Context: an optimization exercise on an open-source flow, tuned for small area and a short achievable clock period. The choices shown serve that exercise and are no tape-out recipe. The RTL of this run was laid out without a check of its function.

==> design.v <==
module prng (
    input logic [31:0] seed,
    output logic [31:0] rand_num,
    input logic clk,
    input logic rst
);
    logic [31:0] state;
    wire [30:0] x = state[30:0];
    wire [30:0] xn = ~state[30:0];
    wire [30:0] nxt;
    wire s1;
    wire c2;
    wire s3;
    wire c4;
    wire s5;
    wire c6;
    wire s7;
    wire c8;
    wire s9;
    wire c10;
    wire s11;
    wire c12;
    wire s13;
    wire c14;
    wire s15;
    wire c16;
    wire s17;
    wire c18;
    wire s19;
    wire c20;
    wire s21;
    wire c22;
    wire s23;
    wire c24;
    wire s25;
    wire c26;
    wire s27;
    wire c28;
    wire s29;
    wire c30;
    wire s31;
    wire c32;
    wire s33;
    wire c34;
    wire s35;
    wire c36;
    wire s37;
    wire c38;
    wire s39;
    wire c40;
    wire s41;
    wire c42;
    wire s43;
    wire c44;
    wire s45;
    wire c46;
    wire s47;
    wire c48;
    wire s49;
    wire c50;
    wire s51;
    wire c52;
    wire s53;
    wire c54;
    wire s55;
    wire c56;
    wire s57;
    wire c58;
    wire s59;
    wire c60;
    wire s61;
    wire c62;
    wire s63;
    wire c64;
    wire s65;
    wire c66;
    wire s67;
    wire c68;
    wire s69;
    wire c70;
    wire s71;
    wire c72;
    wire s73;
    wire c74;
    wire s75;
    wire c76;
    wire s77;
    wire c78;
    wire s79;
    wire c80;
    wire s81;
    wire c82;
    wire s83;
    wire c84;
    wire s85;
    wire c86;
    wire s87;
    wire c88;
    wire s89;
    wire c90;
    wire s91;
    wire c92;
    wire s93;
    wire c94;
    wire s95;
    wire c96;
    wire s97;
    wire c98;
    wire s99;
    wire c100;
    wire s101;
    wire c102;
    wire s103;
    wire c104;
    wire s105;
    wire c106;
    wire s107;
    wire c108;
    wire s109;
    wire c110;
    wire s111;
    wire c112;
    wire s113;
    wire c114;
    wire s115;
    wire c116;
    wire s117;
    wire c118;
    wire s119;
    wire c120;
    wire s121;
    wire c122;
    wire s123;
    wire c124;
    wire s125;
    wire c126;
    wire s127;
    wire c128;
    wire s129;
    wire c130;
    wire s131;
    wire c132;
    wire s133;
    wire c134;
    wire s135;
    wire c136;
    wire s137;
    wire c138;
    wire s139;
    wire c140;
    wire s141;
    wire c142;
    wire s143;
    wire c144;
    wire s145;
    wire c146;
    wire s147;
    wire c148;
    wire s149;
    wire c150;
    wire s151;
    wire c152;
    wire s153;
    wire c154;
    wire s155;
    wire c156;
    wire s157;
    wire c158;
    wire s159;
    wire c160;
    wire s161;
    wire c162;
    wire s163;
    wire c164;
    wire s165;
    wire c166;
    wire s167;
    wire c168;
    wire s169;
    wire c170;
    wire s171;
    wire c172;
    wire s173;
    wire c174;
    wire s175;
    wire c176;
    wire s177;
    wire c178;
    wire s179;
    wire c180;
    wire s181;
    wire c182;
    wire s183;
    wire c184;
    wire s185;
    wire c186;
    wire s187;
    wire c188;
    wire s189;
    wire c190;
    wire s191;
    wire c192;
    wire s193;
    wire c194;
    wire s195;
    wire c196;
    wire s197;
    wire c198;
    wire s199;
    wire c200;
    wire s201;
    wire c202;
    wire s203;
    wire c204;
    wire s205;
    wire c206;
    wire s207;
    wire c208;
    wire s209;
    wire c210;
    wire s211;
    wire c212;
    wire s213;
    wire c214;
    wire s215;
    wire c216;
    wire s217;
    wire c218;
    wire s219;
    wire c220;
    wire s221;
    wire c222;
    wire s223;
    wire c224;
    wire s225;
    wire c226;
    wire s227;
    wire c228;
    wire s229;
    wire c230;
    wire s231;
    wire c232;
    wire s233;
    wire c234;
    wire s235;
    wire c236;
    wire s237;
    wire c238;
    wire s239;
    wire c240;
    wire s241;
    wire c242;
    wire s243;
    wire c244;
    wire s245;
    wire c246;
    wire s247;
    wire c248;
    wire s249;
    wire c250;
    wire s251;
    wire c252;
    wire s253;
    wire c254;
    wire s255;
    wire c256;
    wire s257;
    wire c258;
    wire s259;
    wire c260;
    wire s261;
    wire c262;
    wire s263;
    wire c264;
    wire s265;
    wire c266;
    wire s267;
    wire c268;
    wire s269;
    wire c270;
    wire s271;
    wire c272;
    wire s273;
    wire c274;
    wire s275;
    wire c276;
    wire s277;
    wire c278;
    wire s279;
    wire c280;
    wire s281;
    wire c282;
    wire s283;
    wire c284;
    wire s285;
    wire c286;
    wire s287;
    wire c288;
    wire s289;
    wire c290;
    wire s291;
    wire s292;
    wire s293;
    wire s294;
    wire s295;
    wire s296;
    wire s297;
    wire s298;
    wire s299;
    wire s300;
    assign s1 = 1'b0 ^ ~x[2] ^ x[0];
    assign c2 = (1'b0 & ~x[2]) | (1'b0 & x[0]) | (~x[2] & x[0]);
    assign s3 = 1'b0 ^ ~x[3] ^ x[1];
    assign c4 = (1'b0 & ~x[3]) | (1'b0 & x[1]) | (~x[3] & x[1]);
    fa u_s5 (.a(~x[4]), .b(x[2]), .c(x[0]), .s(s5), .co(c6));
    fa u_s7 (.a(~x[5]), .b(x[3]), .c(x[1]), .s(s7), .co(c8));
    assign s9 = 1'b0 ^ ~x[6] ^ x[4];
    assign c10 = (1'b0 & ~x[6]) | (1'b0 & x[4]) | (~x[6] & x[4]);
    fa u_s11 (.a(x[2]), .b(c8), .c(s9), .s(s11), .co(c12));
    fa u_s13 (.a(~x[7]), .b(x[5]), .c(x[3]), .s(s13), .co(c14));
    fa u_s15 (.a(~x[0]), .b(c10), .c(s13), .s(s15), .co(c16));
    fa u_s17 (.a(~x[8]), .b(x[6]), .c(x[4]), .s(s17), .co(c18));
    fa u_s19 (.a(~x[1]), .b(c14), .c(s17), .s(s19), .co(c20));
    assign s21 = 1'b0 ^ ~x[9] ^ x[7];
    assign c22 = (1'b0 & ~x[9]) | (1'b0 & x[7]) | (~x[9] & x[7]);
    fa u_s23 (.a(x[5]), .b(~x[2]), .c(x[0]), .s(s23), .co(c24));
    fa u_s25 (.a(c18), .b(s21), .c(s23), .s(s25), .co(c26));
    fa u_s27 (.a(~x[10]), .b(x[8]), .c(x[6]), .s(s27), .co(c28));
    fa u_s29 (.a(~x[3]), .b(x[1]), .c(c22), .s(s29), .co(c30));
    fa u_s31 (.a(c24), .b(s27), .c(c26), .s(s31), .co(c32));
    fa u_s33 (.a(~x[11]), .b(x[9]), .c(x[7]), .s(s33), .co(c34));
    fa u_s35 (.a(~x[4]), .b(x[2]), .c(c28), .s(s35), .co(c36));
    fa u_s37 (.a(s33), .b(c30), .c(s35), .s(s37), .co(c38));
    assign s39 = 1'b0 ^ ~x[12] ^ x[10];
    assign c40 = (1'b0 & ~x[12]) | (1'b0 & x[10]) | (~x[12] & x[10]);
    fa u_s41 (.a(x[8]), .b(~x[5]), .c(x[3]), .s(s41), .co(c42));
    fa u_s43 (.a(~x[0]), .b(c34), .c(s39), .s(s43), .co(c44));
    fa u_s45 (.a(s41), .b(c36), .c(s43), .s(s45), .co(c46));
    assign s47 = 1'b0 ^ ~x[13] ^ x[11];
    assign c48 = (1'b0 & ~x[13]) | (1'b0 & x[11]) | (~x[13] & x[11]);
    fa u_s49 (.a(x[9]), .b(~x[6]), .c(x[4]), .s(s49), .co(c50));
    fa u_s51 (.a(~x[1]), .b(c40), .c(c42), .s(s51), .co(c52));
    fa u_s53 (.a(s47), .b(s49), .c(c44), .s(s53), .co(c54));
    fa u_s55 (.a(s51), .b(c46), .c(s53), .s(s55), .co(c56));
    fa u_s57 (.a(~x[14]), .b(x[12]), .c(x[10]), .s(s57), .co(c58));
    fa u_s59 (.a(x[7]), .b(~x[5]), .c(x[2]), .s(s59), .co(c60));
    fa u_s61 (.a(~x[0]), .b(c48), .c(c50), .s(s61), .co(c62));
    fa u_s63 (.a(s57), .b(c52), .c(s61), .s(s63), .co(c64));
    fa u_s65 (.a(~s59), .b(c54), .c(s63), .s(s65), .co(c66));
    fa u_s67 (.a(~x[15]), .b(x[13]), .c(x[11]), .s(s67), .co(c68));
    fa u_s69 (.a(x[8]), .b(~x[6]), .c(x[3]), .s(s69), .co(c70));
    fa u_s71 (.a(~x[1]), .b(c58), .c(s67), .s(s71), .co(c72));
    fa u_s73 (.a(c60), .b(s69), .c(~c62), .s(s73), .co(c74));
    fa u_s75 (.a(s71), .b(c64), .c(~s73), .s(s75), .co(c76));
    fa u_s77 (.a(~x[16]), .b(x[14]), .c(x[12]), .s(s77), .co(c78));
    fa u_s79 (.a(x[9]), .b(~x[7]), .c(x[4]), .s(s79), .co(c80));
    fa u_s81 (.a(~x[2]), .b(c68), .c(s77), .s(s81), .co(c82));
    fa u_s83 (.a(c70), .b(s79), .c(~c72), .s(s83), .co(c84));
    fa u_s85 (.a(~s81), .b(c74), .c(s83), .s(s85), .co(c86));
    assign s87 = 1'b0 ^ ~x[17] ^ x[15];
    assign c88 = (1'b0 & ~x[17]) | (1'b0 & x[15]) | (~x[17] & x[15]);
    fa u_s89 (.a(x[13]), .b(~x[10]), .c(x[8]), .s(s89), .co(c90));
    fa u_s91 (.a(x[5]), .b(x[3]), .c(~x[0]), .s(s91), .co(c92));
    fa u_s93 (.a(c78), .b(s87), .c(s89), .s(s93), .co(c94));
    fa u_s95 (.a(c80), .b(s91), .c(~c82), .s(s95), .co(c96));
    fa u_s97 (.a(~s93), .b(c84), .c(s95), .s(s97), .co(c98));
    fa u_s99 (.a(~x[18]), .b(x[16]), .c(x[14]), .s(s99), .co(c100));
    fa u_s101 (.a(x[11]), .b(~x[9]), .c(x[6]), .s(s101), .co(c102));
    fa u_s103 (.a(~x[4]), .b(x[1]), .c(c88), .s(s103), .co(c104));
    fa u_s105 (.a(c90), .b(~c92), .c(s99), .s(s105), .co(c106));
    fa u_s107 (.a(c94), .b(s103), .c(s105), .s(s107), .co(c108));
    fa u_s109 (.a(s101), .b(c96), .c(~s107), .s(s109), .co(c110));
    fa u_s111 (.a(~x[19]), .b(x[17]), .c(x[15]), .s(s111), .co(c112));
    fa u_s113 (.a(x[12]), .b(~x[10]), .c(x[7]), .s(s113), .co(c114));
    fa u_s115 (.a(x[5]), .b(~x[2]), .c(x[0]), .s(s115), .co(c116));
    fa u_s117 (.a(c102), .b(s113), .c(s115), .s(s117), .co(c118));
    fa u_s119 (.a(c100), .b(s111), .c(c104), .s(s119), .co(c120));
    fa u_s121 (.a(c106), .b(s119), .c(c108), .s(s121), .co(c122));
    fa u_s123 (.a(s117), .b(~s121), .c(c110), .s(s123), .co(c124));
    fa u_s125 (.a(~x[20]), .b(x[18]), .c(x[16]), .s(s125), .co(c126));
    fa u_s127 (.a(x[13]), .b(~x[11]), .c(x[8]), .s(s127), .co(c128));
    fa u_s129 (.a(x[6]), .b(~x[3]), .c(x[1]), .s(s129), .co(c130));
    fa u_s131 (.a(c114), .b(c116), .c(s127), .s(s131), .co(c132));
    fa u_s133 (.a(c112), .b(s125), .c(~s129), .s(s133), .co(c134));
    fa u_s135 (.a(c118), .b(s131), .c(~s133), .s(s135), .co(c136));
    fa u_s137 (.a(c120), .b(~s135), .c(c122), .s(s137), .co(c138));
    fa u_s139 (.a(~x[21]), .b(x[19]), .c(x[17]), .s(s139), .co(c140));
    fa u_s141 (.a(x[14]), .b(~x[12]), .c(x[9]), .s(s141), .co(c142));
    fa u_s143 (.a(x[7]), .b(~x[4]), .c(x[2]), .s(s143), .co(c144));
    fa u_s145 (.a(c128), .b(c130), .c(s141), .s(s145), .co(c146));
    fa u_s147 (.a(c126), .b(s139), .c(~s143), .s(s147), .co(c148));
    fa u_s149 (.a(c132), .b(~c134), .c(s145), .s(s149), .co(c150));
    fa u_s151 (.a(~s147), .b(c136), .c(s149), .s(s151), .co(c152));
    assign s153 = 1'b0 ^ ~x[22] ^ x[20];
    assign c154 = (1'b0 & ~x[22]) | (1'b0 & x[20]) | (~x[22] & x[20]);
    fa u_s155 (.a(x[18]), .b(~x[15]), .c(x[13]), .s(s155), .co(c156));
    fa u_s157 (.a(x[10]), .b(x[8]), .c(~x[5]), .s(s157), .co(c158));
    fa u_s159 (.a(~x[3]), .b(x[0]), .c(c140), .s(s159), .co(c160));
    fa u_s161 (.a(c142), .b(c144), .c(s157), .s(s161), .co(c162));
    fa u_s163 (.a(s153), .b(s155), .c(s159), .s(s163), .co(c164));
    fa u_s165 (.a(c146), .b(~c148), .c(s161), .s(s165), .co(c166));
    fa u_s167 (.a(~s163), .b(c150), .c(s165), .s(s167), .co(c168));
    fa u_s169 (.a(~x[23]), .b(x[21]), .c(x[19]), .s(s169), .co(c170));
    fa u_s171 (.a(x[16]), .b(~x[14]), .c(x[11]), .s(s171), .co(c172));
    fa u_s173 (.a(x[9]), .b(~x[6]), .c(x[4]), .s(s173), .co(c174));
    fa u_s175 (.a(x[1]), .b(c154), .c(c156), .s(s175), .co(c176));
    fa u_s177 (.a(c158), .b(s171), .c(s173), .s(s177), .co(c178));
    fa u_s179 (.a(s169), .b(c160), .c(s175), .s(s179), .co(c180));
    fa u_s181 (.a(c162), .b(s177), .c(c166), .s(s181), .co(c182));
    fa u_s183 (.a(c164), .b(s179), .c(~s181), .s(s183), .co(c184));
    fa u_s185 (.a(~x[24]), .b(x[22]), .c(x[20]), .s(s185), .co(c186));
    fa u_s187 (.a(x[17]), .b(~x[15]), .c(x[12]), .s(s187), .co(c188));
    fa u_s189 (.a(x[10]), .b(~x[7]), .c(x[5]), .s(s189), .co(c190));
    fa u_s191 (.a(~x[2]), .b(c172), .c(c174), .s(s191), .co(c192));
    fa u_s193 (.a(c170), .b(s185), .c(~s187), .s(s193), .co(c194));
    fa u_s195 (.a(s189), .b(c178), .c(s191), .s(s195), .co(c196));
    fa u_s197 (.a(c176), .b(s193), .c(c180), .s(s197), .co(c198));
    fa u_s199 (.a(s195), .b(~s197), .c(c182), .s(s199), .co(c200));
    fa u_s201 (.a(~x[25]), .b(x[23]), .c(x[21]), .s(s201), .co(c202));
    fa u_s203 (.a(x[18]), .b(~x[16]), .c(x[13]), .s(s203), .co(c204));
    fa u_s205 (.a(x[11]), .b(~x[8]), .c(x[6]), .s(s205), .co(c206));
    fa u_s207 (.a(x[3]), .b(~x[0]), .c(c186), .s(s207), .co(c208));
    fa u_s209 (.a(c188), .b(c190), .c(s203), .s(s209), .co(c210));
    fa u_s211 (.a(s201), .b(s207), .c(c194), .s(s211), .co(c212));
    fa u_s213 (.a(s205), .b(c192), .c(s209), .s(s213), .co(c214));
    fa u_s215 (.a(c196), .b(~s211), .c(s213), .s(s215), .co(c216));
    fa u_s217 (.a(~c198), .b(s215), .c(c200), .s(s217), .co(c218));
    fa u_s219 (.a(~x[26]), .b(x[24]), .c(x[22]), .s(s219), .co(c220));
    fa u_s221 (.a(x[19]), .b(~x[17]), .c(x[14]), .s(s221), .co(c222));
    fa u_s223 (.a(x[12]), .b(~x[9]), .c(x[7]), .s(s223), .co(c224));
    fa u_s225 (.a(x[4]), .b(~x[1]), .c(c202), .s(s225), .co(c226));
    fa u_s227 (.a(c204), .b(c206), .c(s221), .s(s227), .co(c228));
    fa u_s229 (.a(s219), .b(c208), .c(s225), .s(s229), .co(c230));
    fa u_s231 (.a(s223), .b(c210), .c(s227), .s(s231), .co(c232));
    fa u_s233 (.a(c212), .b(~c214), .c(s229), .s(s233), .co(c234));
    fa u_s235 (.a(s231), .b(~s233), .c(c216), .s(s235), .co(c236));
    fa u_s237 (.a(~x[27]), .b(x[25]), .c(x[23]), .s(s237), .co(c238));
    fa u_s239 (.a(x[20]), .b(~x[18]), .c(x[15]), .s(s239), .co(c240));
    fa u_s241 (.a(x[13]), .b(~x[10]), .c(x[8]), .s(s241), .co(c242));
    fa u_s243 (.a(x[5]), .b(~x[2]), .c(c220), .s(s243), .co(c244));
    fa u_s245 (.a(c222), .b(c224), .c(s239), .s(s245), .co(c246));
    fa u_s247 (.a(s237), .b(c226), .c(s243), .s(s247), .co(c248));
    fa u_s249 (.a(s241), .b(c228), .c(s245), .s(s249), .co(c250));
    fa u_s251 (.a(c230), .b(~c232), .c(s247), .s(s251), .co(c252));
    fa u_s253 (.a(~s249), .b(c234), .c(s251), .s(s253), .co(c254));
    fa u_s255 (.a(~x[28]), .b(x[26]), .c(x[24]), .s(s255), .co(c256));
    fa u_s257 (.a(x[21]), .b(~x[19]), .c(x[16]), .s(s257), .co(c258));
    fa u_s259 (.a(x[14]), .b(~x[11]), .c(x[9]), .s(s259), .co(c260));
    fa u_s261 (.a(x[6]), .b(~x[3]), .c(c238), .s(s261), .co(c262));
    fa u_s263 (.a(c240), .b(c242), .c(s257), .s(s263), .co(c264));
    fa u_s265 (.a(s255), .b(c244), .c(s261), .s(s265), .co(c266));
    fa u_s267 (.a(s259), .b(c246), .c(s263), .s(s267), .co(c268));
    fa u_s269 (.a(c248), .b(~c250), .c(s265), .s(s269), .co(c270));
    fa u_s271 (.a(~s267), .b(c252), .c(s269), .s(s271), .co(c272));
    fa u_s273 (.a(~x[29]), .b(x[27]), .c(x[25]), .s(s273), .co(c274));
    fa u_s275 (.a(x[22]), .b(~x[20]), .c(x[17]), .s(s275), .co(c276));
    fa u_s277 (.a(x[15]), .b(~x[12]), .c(x[10]), .s(s277), .co(c278));
    fa u_s279 (.a(x[7]), .b(~x[4]), .c(c256), .s(s279), .co(c280));
    fa u_s281 (.a(c258), .b(c260), .c(s275), .s(s281), .co(c282));
    fa u_s283 (.a(s273), .b(c262), .c(s279), .s(s283), .co(c284));
    fa u_s285 (.a(s277), .b(c264), .c(s281), .s(s285), .co(c286));
    fa u_s287 (.a(c266), .b(~c268), .c(s283), .s(s287), .co(c288));
    fa u_s289 (.a(~s285), .b(c270), .c(s287), .s(s289), .co(c290));
    assign s291 = ~x[30] ^ x[28] ^ x[26];
    assign s292 = x[23] ^ ~x[21] ^ x[18];
    assign s293 = x[16] ^ ~x[13] ^ x[11];
    assign s294 = ~x[8] ^ x[5] ^ x[0];
    assign s295 = c276 ^ c278 ^ s292;
    assign s296 = c274 ^ s291 ^ ~s293;
    assign s297 = s294 ^ c282 ^ s295;
    assign s298 = c280 ^ s296 ^ c284;
    assign s299 = c286 ^ s297 ^ ~s298;
    assign s300 = c288 ^ ~s299 ^ c290;
    wire [30:0] ra, rb;
    assign ra[0] = ~1'b0;
    assign rb[0] = x[0];
    assign ra[1] = x[1];
    assign rb[1] = 1'b0;
    assign ra[2] = ~s1;
    assign rb[2] = 1'b0;
    assign ra[3] = ~c2;
    assign rb[3] = ~s3;
    assign ra[4] = ~c4;
    assign rb[4] = ~s5;
    assign ra[5] = ~c6;
    assign rb[5] = ~s7;
    assign ra[6] = ~s11;
    assign rb[6] = 1'b0;
    assign ra[7] = ~c12;
    assign rb[7] = ~s15;
    assign ra[8] = ~c16;
    assign rb[8] = ~s19;
    assign ra[9] = ~c20;
    assign rb[9] = ~s25;
    assign ra[10] = ~s29;
    assign rb[10] = ~s31;
    assign ra[11] = ~c32;
    assign rb[11] = ~s37;
    assign ra[12] = ~c38;
    assign rb[12] = ~s45;
    assign ra[13] = ~s55;
    assign rb[13] = 1'b0;
    assign ra[14] = ~c56;
    assign rb[14] = ~s65;
    assign ra[15] = ~c66;
    assign rb[15] = ~s75;
    assign ra[16] = ~c76;
    assign rb[16] = s85;
    assign ra[17] = c86;
    assign rb[17] = s97;
    assign ra[18] = c98;
    assign rb[18] = s109;
    assign ra[19] = s123;
    assign rb[19] = 1'b0;
    assign ra[20] = ~s137;
    assign rb[20] = c124;
    assign ra[21] = s151;
    assign rb[21] = ~c138;
    assign ra[22] = c152;
    assign rb[22] = s167;
    assign ra[23] = c168;
    assign rb[23] = ~s183;
    assign ra[24] = ~c184;
    assign rb[24] = s199;
    assign ra[25] = s217;
    assign rb[25] = 1'b0;
    assign ra[26] = s235;
    assign rb[26] = c218;
    assign ra[27] = c236;
    assign rb[27] = ~s253;
    assign ra[28] = ~c254;
    assign rb[28] = ~s271;
    assign ra[29] = ~c272;
    assign rb[29] = ~s289;
    assign ra[30] = ~s300;
    assign rb[30] = 1'b0;
    wire [30:0] g0 = ra & rb;
    wire [30:0] p0 = ra ^ rb;
    wire gg1 = g0[1] | (p0[1] & g0[0]);
    wire gg2 = g0[2] | (p0[2] & g0[1]);
    wire pp2 = p0[2] & p0[1];
    wire gg3 = g0[3] | (p0[3] & g0[2]);
    wire pp3 = p0[3] & p0[2];
    wire gg4 = g0[4] | (p0[4] & g0[3]);
    wire pp4 = p0[4] & p0[3];
    wire gg5 = g0[5] | (p0[5] & g0[4]);
    wire pp5 = p0[5] & p0[4];
    wire gg6 = g0[6] | (p0[6] & g0[5]);
    wire pp6 = p0[6] & p0[5];
    wire gg7 = g0[7] | (p0[7] & g0[6]);
    wire pp7 = p0[7] & p0[6];
    wire gg8 = g0[8] | (p0[8] & g0[7]);
    wire pp8 = p0[8] & p0[7];
    wire gg9 = g0[9] | (p0[9] & g0[8]);
    wire pp9 = p0[9] & p0[8];
    wire gg10 = g0[10] | (p0[10] & g0[9]);
    wire pp10 = p0[10] & p0[9];
    wire gg11 = g0[11] | (p0[11] & g0[10]);
    wire pp11 = p0[11] & p0[10];
    wire gg12 = g0[12] | (p0[12] & g0[11]);
    wire pp12 = p0[12] & p0[11];
    wire gg13 = g0[13] | (p0[13] & g0[12]);
    wire pp13 = p0[13] & p0[12];
    wire gg14 = g0[14] | (p0[14] & g0[13]);
    wire pp14 = p0[14] & p0[13];
    wire gg15 = g0[15] | (p0[15] & g0[14]);
    wire pp15 = p0[15] & p0[14];
    wire gg16 = g0[16] | (p0[16] & g0[15]);
    wire pp16 = p0[16] & p0[15];
    wire gg17 = g0[17] | (p0[17] & g0[16]);
    wire pp17 = p0[17] & p0[16];
    wire gg18 = g0[18] | (p0[18] & g0[17]);
    wire pp18 = p0[18] & p0[17];
    wire gg19 = g0[19] | (p0[19] & g0[18]);
    wire pp19 = p0[19] & p0[18];
    wire gg20 = g0[20] | (p0[20] & g0[19]);
    wire pp20 = p0[20] & p0[19];
    wire gg21 = g0[21] | (p0[21] & g0[20]);
    wire pp21 = p0[21] & p0[20];
    wire gg22 = g0[22] | (p0[22] & g0[21]);
    wire pp22 = p0[22] & p0[21];
    wire gg23 = g0[23] | (p0[23] & g0[22]);
    wire pp23 = p0[23] & p0[22];
    wire gg24 = g0[24] | (p0[24] & g0[23]);
    wire pp24 = p0[24] & p0[23];
    wire gg25 = g0[25] | (p0[25] & g0[24]);
    wire pp25 = p0[25] & p0[24];
    wire gg26 = g0[26] | (p0[26] & g0[25]);
    wire pp26 = p0[26] & p0[25];
    wire gg27 = g0[27] | (p0[27] & g0[26]);
    wire pp27 = p0[27] & p0[26];
    wire gg28 = g0[28] | (p0[28] & g0[27]);
    wire pp28 = p0[28] & p0[27];
    wire gg29 = g0[29] | (p0[29] & g0[28]);
    wire pp29 = p0[29] & p0[28];
    wire gg30 = g0[30] | (p0[30] & g0[29]);
    wire pp30 = p0[30] & p0[29];
    wire gg31 = gg2 | (pp2 & g0[0]);
    wire gg32 = gg3 | (pp3 & gg1);
    wire gg33 = gg4 | (pp4 & gg2);
    wire pp33 = pp4 & pp2;
    wire gg34 = gg5 | (pp5 & gg3);
    wire pp34 = pp5 & pp3;
    wire gg35 = gg6 | (pp6 & gg4);
    wire pp35 = pp6 & pp4;
    wire gg36 = gg7 | (pp7 & gg5);
    wire pp36 = pp7 & pp5;
    wire gg37 = gg8 | (pp8 & gg6);
    wire pp37 = pp8 & pp6;
    wire gg38 = gg9 | (pp9 & gg7);
    wire pp38 = pp9 & pp7;
    wire gg39 = gg10 | (pp10 & gg8);
    wire pp39 = pp10 & pp8;
    wire gg40 = gg11 | (pp11 & gg9);
    wire pp40 = pp11 & pp9;
    wire gg41 = gg12 | (pp12 & gg10);
    wire pp41 = pp12 & pp10;
    wire gg42 = gg13 | (pp13 & gg11);
    wire pp42 = pp13 & pp11;
    wire gg43 = gg14 | (pp14 & gg12);
    wire pp43 = pp14 & pp12;
    wire gg44 = gg15 | (pp15 & gg13);
    wire pp44 = pp15 & pp13;
    wire gg45 = gg16 | (pp16 & gg14);
    wire pp45 = pp16 & pp14;
    wire gg46 = gg17 | (pp17 & gg15);
    wire pp46 = pp17 & pp15;
    wire gg47 = gg18 | (pp18 & gg16);
    wire pp47 = pp18 & pp16;
    wire gg48 = gg19 | (pp19 & gg17);
    wire pp48 = pp19 & pp17;
    wire gg49 = gg20 | (pp20 & gg18);
    wire pp49 = pp20 & pp18;
    wire gg50 = gg21 | (pp21 & gg19);
    wire pp50 = pp21 & pp19;
    wire gg51 = gg22 | (pp22 & gg20);
    wire pp51 = pp22 & pp20;
    wire gg52 = gg23 | (pp23 & gg21);
    wire pp52 = pp23 & pp21;
    wire gg53 = gg24 | (pp24 & gg22);
    wire pp53 = pp24 & pp22;
    wire gg54 = gg25 | (pp25 & gg23);
    wire pp54 = pp25 & pp23;
    wire gg55 = gg26 | (pp26 & gg24);
    wire pp55 = pp26 & pp24;
    wire gg56 = gg27 | (pp27 & gg25);
    wire pp56 = pp27 & pp25;
    wire gg57 = gg28 | (pp28 & gg26);
    wire pp57 = pp28 & pp26;
    wire gg58 = gg29 | (pp29 & gg27);
    wire pp58 = pp29 & pp27;
    wire gg59 = gg30 | (pp30 & gg28);
    wire pp59 = pp30 & pp28;
    wire gg60 = gg33 | (pp33 & g0[0]);
    wire gg61 = gg34 | (pp34 & gg1);
    wire gg62 = gg35 | (pp35 & gg31);
    wire gg63 = gg36 | (pp36 & gg32);
    wire gg64 = gg37 | (pp37 & gg33);
    wire pp64 = pp37 & pp33;
    wire gg65 = gg38 | (pp38 & gg34);
    wire pp65 = pp38 & pp34;
    wire gg66 = gg39 | (pp39 & gg35);
    wire pp66 = pp39 & pp35;
    wire gg67 = gg40 | (pp40 & gg36);
    wire pp67 = pp40 & pp36;
    wire gg68 = gg41 | (pp41 & gg37);
    wire pp68 = pp41 & pp37;
    wire gg69 = gg42 | (pp42 & gg38);
    wire pp69 = pp42 & pp38;
    wire gg70 = gg43 | (pp43 & gg39);
    wire pp70 = pp43 & pp39;
    wire gg71 = gg44 | (pp44 & gg40);
    wire pp71 = pp44 & pp40;
    wire gg72 = gg45 | (pp45 & gg41);
    wire pp72 = pp45 & pp41;
    wire gg73 = gg46 | (pp46 & gg42);
    wire pp73 = pp46 & pp42;
    wire gg74 = gg47 | (pp47 & gg43);
    wire pp74 = pp47 & pp43;
    wire gg75 = gg48 | (pp48 & gg44);
    wire pp75 = pp48 & pp44;
    wire gg76 = gg49 | (pp49 & gg45);
    wire pp76 = pp49 & pp45;
    wire gg77 = gg50 | (pp50 & gg46);
    wire pp77 = pp50 & pp46;
    wire gg78 = gg51 | (pp51 & gg47);
    wire pp78 = pp51 & pp47;
    wire gg79 = gg52 | (pp52 & gg48);
    wire pp79 = pp52 & pp48;
    wire gg80 = gg53 | (pp53 & gg49);
    wire pp80 = pp53 & pp49;
    wire gg81 = gg54 | (pp54 & gg50);
    wire pp81 = pp54 & pp50;
    wire gg82 = gg55 | (pp55 & gg51);
    wire pp82 = pp55 & pp51;
    wire gg83 = gg56 | (pp56 & gg52);
    wire pp83 = pp56 & pp52;
    wire gg84 = gg57 | (pp57 & gg53);
    wire pp84 = pp57 & pp53;
    wire gg85 = gg58 | (pp58 & gg54);
    wire pp85 = pp58 & pp54;
    wire gg86 = gg59 | (pp59 & gg55);
    wire pp86 = pp59 & pp55;
    wire gg87 = gg64 | (pp64 & g0[0]);
    wire gg88 = gg65 | (pp65 & gg1);
    wire gg89 = gg66 | (pp66 & gg31);
    wire gg90 = gg67 | (pp67 & gg32);
    wire gg91 = gg68 | (pp68 & gg60);
    wire gg92 = gg69 | (pp69 & gg61);
    wire gg93 = gg70 | (pp70 & gg62);
    wire gg94 = gg71 | (pp71 & gg63);
    wire gg95 = gg72 | (pp72 & gg64);
    wire pp95 = pp72 & pp64;
    wire gg96 = gg73 | (pp73 & gg65);
    wire pp96 = pp73 & pp65;
    wire gg97 = gg74 | (pp74 & gg66);
    wire pp97 = pp74 & pp66;
    wire gg98 = gg75 | (pp75 & gg67);
    wire pp98 = pp75 & pp67;
    wire gg99 = gg76 | (pp76 & gg68);
    wire pp99 = pp76 & pp68;
    wire gg100 = gg77 | (pp77 & gg69);
    wire pp100 = pp77 & pp69;
    wire gg101 = gg78 | (pp78 & gg70);
    wire pp101 = pp78 & pp70;
    wire gg102 = gg79 | (pp79 & gg71);
    wire pp102 = pp79 & pp71;
    wire gg103 = gg80 | (pp80 & gg72);
    wire pp103 = pp80 & pp72;
    wire gg104 = gg81 | (pp81 & gg73);
    wire pp104 = pp81 & pp73;
    wire gg105 = gg82 | (pp82 & gg74);
    wire pp105 = pp82 & pp74;
    wire gg106 = gg83 | (pp83 & gg75);
    wire pp106 = pp83 & pp75;
    wire gg107 = gg84 | (pp84 & gg76);
    wire pp107 = pp84 & pp76;
    wire gg108 = gg85 | (pp85 & gg77);
    wire pp108 = pp85 & pp77;
    wire gg109 = gg86 | (pp86 & gg78);
    wire pp109 = pp86 & pp78;
    wire gg110 = gg95 | (pp95 & g0[0]);
    wire gg111 = gg96 | (pp96 & gg1);
    wire gg112 = gg97 | (pp97 & gg31);
    wire gg113 = gg98 | (pp98 & gg32);
    wire gg114 = gg99 | (pp99 & gg60);
    wire gg115 = gg100 | (pp100 & gg61);
    wire gg116 = gg101 | (pp101 & gg62);
    wire gg117 = gg102 | (pp102 & gg63);
    wire gg118 = gg103 | (pp103 & gg87);
    wire gg119 = gg104 | (pp104 & gg88);
    wire gg120 = gg105 | (pp105 & gg89);
    wire gg121 = gg106 | (pp106 & gg90);
    wire gg122 = gg107 | (pp107 & gg91);
    wire gg123 = gg108 | (pp108 & gg92);
    wire gg124 = gg109 | (pp109 & gg93);
    assign nxt[0] = p0[0];
    assign nxt[1] = p0[1] ^ g0[0];
    assign nxt[2] = p0[2] ^ gg1;
    assign nxt[3] = p0[3] ^ gg31;
    assign nxt[4] = p0[4] ^ gg32;
    assign nxt[5] = p0[5] ^ gg60;
    assign nxt[6] = p0[6] ^ gg61;
    assign nxt[7] = p0[7] ^ gg62;
    assign nxt[8] = p0[8] ^ gg63;
    assign nxt[9] = p0[9] ^ gg87;
    assign nxt[10] = p0[10] ^ gg88;
    assign nxt[11] = p0[11] ^ gg89;
    assign nxt[12] = p0[12] ^ gg90;
    assign nxt[13] = p0[13] ^ gg91;
    assign nxt[14] = p0[14] ^ gg92;
    assign nxt[15] = p0[15] ^ gg93;
    assign nxt[16] = p0[16] ^ gg94;
    assign nxt[17] = p0[17] ^ gg110;
    assign nxt[18] = p0[18] ^ gg111;
    assign nxt[19] = p0[19] ^ gg112;
    assign nxt[20] = p0[20] ^ gg113;
    assign nxt[21] = p0[21] ^ gg114;
    assign nxt[22] = p0[22] ^ gg115;
    assign nxt[23] = p0[23] ^ gg116;
    assign nxt[24] = p0[24] ^ gg117;
    assign nxt[25] = p0[25] ^ gg118;
    assign nxt[26] = p0[26] ^ gg119;
    assign nxt[27] = p0[27] ^ gg120;
    assign nxt[28] = p0[28] ^ gg121;
    assign nxt[29] = p0[29] ^ gg122;
    assign nxt[30] = p0[30] ^ gg123;
    always_ff @(posedge clk) begin
        if (rst) begin
            state <= seed;
        end else begin
            state <= {1'b0, nxt};
        end
        rand_num <= state;
    end
endmodule
module fa (
    input  logic a,
    input  logic b,
    input  logic c,
    output logic s,
    output logic co
);
    assign s = a ^ b ^ c;
    assign co = (a & b) | (a & c) | (b & c);
endmodule
==> standard.sh <==
#!/bin/bash
# synth_recipe.tcl (not shown) runs the flow's synth.tcl, then flattens the netlist and writes it again
# the make line also repeats each setting of config.mk as NAME=value (left out here)
make -C /OpenROAD-flow-scripts/flow DESIGN_CONFIG=/design/flow/config.mk WORK_HOME=/design/flow/orfs CLKGATE_MAP_FILE= SYNTH_SCRIPT=/design/flow/synth_recipe.tcl "${@:-finish}"
==> constraint.sdc <==
create_clock -name core_clock -period 7.0 [get_ports {clk}]
set_input_delay 1.4000 -clock core_clock [delete_from_list [all_inputs] [get_ports {clk}]]
set_output_delay 1.4000 -clock core_clock [all_outputs]
set_load 0.01 [all_outputs]
==> flow/run.sh <==
#!/bin/bash
# Standard layout, but with the smallest buffer on each port.
cp standard.sh standard_copy.txt
export BUFFER_PORTS_ARGS="-buffer_cell sky130_fd_sc_hd__buf_1"
bash standard.sh > standard.log 2>&1
==> config.mk <==
export PLATFORM = sky130hd
export DESIGN_NAME = prng
export DESIGN_NICKNAME = prng
export VERILOG_FILES = /design/flow/design.v
export SDC_FILE = /design/flow/constraint.sdc
export NUM_CORES = 4
export LEC_CHECK = 0
export CAP_MARGIN = 20
export CORE_MARGIN = 2
export CORE_UTILIZATION = 60
export SETUP_SLACK_MARGIN = 2.5
export SLEW_MARGIN = 20
export SYNTH_HIERARCHICAL = 1
==> impl_metrics.toml <==
[run_status]
outcome = "finished clean"

[grt]
grt.overflow.total = 0
grt_pass1_vias = 5231
grt_pass1_wl_microns = 29000
antenna_found_initial = 0
grt_max_degree = 55
grtUsageTotal_pct = 34.8

[timing]
skew_ns = 0.00980
slew_headroom_pct = 59.2
setup_viol = 0
finalCriticalPeriod_ns = 4.47
whs_ns = 0.333
drv_slew = 0
fin_crit_sh_pct = 63.9
hold_violations = 0
setup_tns_ns = 0
fmaxAchievable_ghz = 0.224
tightest_slew_ns = 0.610
rsz0062_at_grt = "true"

[drt]
drc_errors = 0
via_count = 5165
final_antenna_net_count = 0
vias_per_cell = 5.94
drt-total-wl_microns = 18900
first_pass_iters = 5
wl_per_cell_microns = 21.8
initialDrtViolationCount = 385

[place]
placed_cells = 814
dp_hpwl_microns = 14200
io_buffers = 65
place.gp.congestion = 1.00

[clock_tree]
cts-root-buf = "clkbuf_8"
clkTransAtPathRegs_ns = 0.08
ctsHtreeMaxLevel = 3
cts_tree = "built"
cts_buffers = 9
hold_buffers = 0
clk_latency_ns = 0.37
cts_sinks = 64
clk_path_buf_depth = 2

[floorplanning]
start_util_pct = 61.0
ios = 66
row_count = 38
fp.coreArea_sq_um = 10700
fp.dieH_microns = 109
die_area_sq_um = 11800
die_w_microns = 109

[synth]
ys_warn_count = 7
synth_area_leaders = "fa_1 42%, dfxtp_1 20%, ha_1 6.1%, inv_1 6.0%, xnor2_1 3.3%"
ys_async_sr_fraction_pct = 0
ys_ff_latch = 64
synth.net_count = 825
ys.flop_type = "dfxtp_1"
syn_inst = 622
synth_top_area_share_pct = 41.8
syn_area_per_cell_sq_um = 10.5
synthesis.area_sq_um = 6560
synth_cell_types = 54
yosysSeqAreaShare_pct = 19.5
yosys.area.top_type = "fa_1"
synth-edff-count = 0

[finish]
finalNonFillerCells = 870
fin_nets = 928
diodes = 0
drive_above_1_share_pct = 18.1
area_delta_synth_final_pct = 18.5

[worst_setup_path]
rr_worst_depth = 15
cp-end-kind = "flip-flop"
crit_type = "reg -> reg"
crit_required_ns = 7.28
worstSetupStartpointType = "flip-flop"
path_max_fanout = 4
worstPathArrival_ns = 4.75

[job]
maxCapViolCount = 0

[min_path]
hp-class = "reg -> reg"
min_path_cells = 0
final cells by class:
type / count / area (sq um)
Tap cell: 140 / 175
Clock inverter: 7 / 103
Inverter: 105 / 424
Sequential cell: 64 / 1360
Fill cell: 756 / 2980
Multi-Input combinational cell: 439 / 4990
Clock buffer: 9 / 124
Timing Repair Buffer: 106 / 591
cell usage after synthesis (7+ instances only):
cell,count
a21o_1,8
a21oi_1,25
clkbuf_1,14
dfxtp_1,64
fa_1,137
ha_1,32
inv_1,105
nand2_1,44
nand3_1,7
nand4_1,7
nor2_1,23
nor3_1,13
o21a_1,9
o21ai_0,25
xnor2_1,25
xor2_1,9
per-layer routing:
metal | global-route usage (%) | vias up | wire length (microns)
met2 | 50.6 | 320 | 8520
li1 | - | 2232 | -
met1 | 47.7 | 2565 | 7700
met4 | 12.1 | 0 | 579
met5 | 0 | - | 0
met3 | 13.7 | 48 | 2140
through the flow:
| step | setup slack, ns | utilization [%] | area (sq um) |
|---|---|---|---|
| after floorplan | 2.49 | - | 6570 |
| after global placement | 1.97 | 64.6 | 6940 |
| after detailed placement | 1.88 | 64.6 | 6940 |
| after CTS | 2.45 | 70.4 | 7560 |
| after global routing | 2.41 | 72.3 | 7770 |
| final | 2.53 | 72.3 | 7770 |
modules after synthesis, one instance, submodules excluded:
module  cells  flip-flops and latches
prng      485                      64
fa          1                       0
path summary, 6_finish.rpt:
path,from,end,slack (ns)
setup / recovery,state[16]$_DFF_P_,state[27]$_DFF_P_,2.53
hold / removal,state[31]$_SDFF_PN0_,rand_num[31]$_DFF_P_,0.33
setup reg to reg,state[16]$_DFF_P_,state[27]$_DFF_P_,2.53
hold reg to reg,state[31]$_SDFF_PN0_,rand_num[31]$_DFF_P_,0.33
worst max-delay path: stages (launching register included):
cell      delay (ns)
dfxtp_4         0.38
buf_4           0.16
fa_1            0.52
fa_1            0.43
fa_2            0.54
inv_1           0.05
fa_1            0.37
fa_2            0.37
ha_4            0.28
a21oi_4         0.15
nor2_1          0.08
a21oi_2         0.24
o221ai_2        0.13
nor2b_1         0.17
o31a_1          0.27
o31ai_1         0.23
what timing repair did:
| item | CTS | global route |
|---|---|---|
| resized for setup | 48 | 31 |
| setup buffers | 29 | 11 |
| pin swaps | 2 | 14 |
| endpoints found under the setup margin | 11 | 10 |
flip-flops by register name, indices dropped and copies added (netlist names):
register  flops
rand_num     32
state        32
cells by family after synthesis:
kind of cell    count (synthesis)  share of synthesized area [%]
fa+ha+maj                     169                           47.9
mux                             2                          0.344
compound gates                107                           11.1
buf+inv                       119                           6.81
simple gates                  127                           9.70
xor+xnor                       34                           4.54
flops                          64                           19.5
cell usage in the layout (no fill, tap or decap), types with 12 or more instances in the layout:
| cell | n |
|---|---|
| a21oi_1 | 22 |
| buf_1 | 64 |
| buf_4 | 38 |
| dfxtp_1 | 39 |
| dfxtp_4 | 18 |
| fa_1 | 121 |
| fa_2 | 16 |
| ha_1 | 26 |
| inv_1 | 95 |
| nand2_1 | 44 |
| nor2_1 | 22 |
| nor3_1 | 12 |
| o21ai_0 | 25 |
| xnor2_1 | 25 |

static timing again, ports no longer ideal:
The flow's constraints put no driver on any port. The routed layout listed below was extracted and timed again, unchanged, in two steps.
Step 1 (the two cells are an assumption about what drives the block):
set clk [get_ports {clk}]
set_driving_cell -lib_cell sky130_fd_sc_hd__clkbuf_16 $clk
set_driving_cell -lib_cell sky130_fd_sc_hd__buf_2 [delete_from_list [all_inputs] $clk]
Step 2 also shifts input and output timing later by t, the mid clock arrival at the registers, as if the neighbouring blocks saw the same clock.
Slacks: no drivers / after step 1 / after step 2; pairs: no drivers / after step 1.
shift t [ns]: 0.403
setup slack, ns: 2.530 / 2.530 / 2.530
latest minus earliest clock arrival (ns): 0.010 / 0.011
cell pins on the clock port's net: 1
After both steps this run still meets setup and hold. For this run, drivers alone change the setup slack by 0.000 ns; drivers and shift together by 0.000 ns.
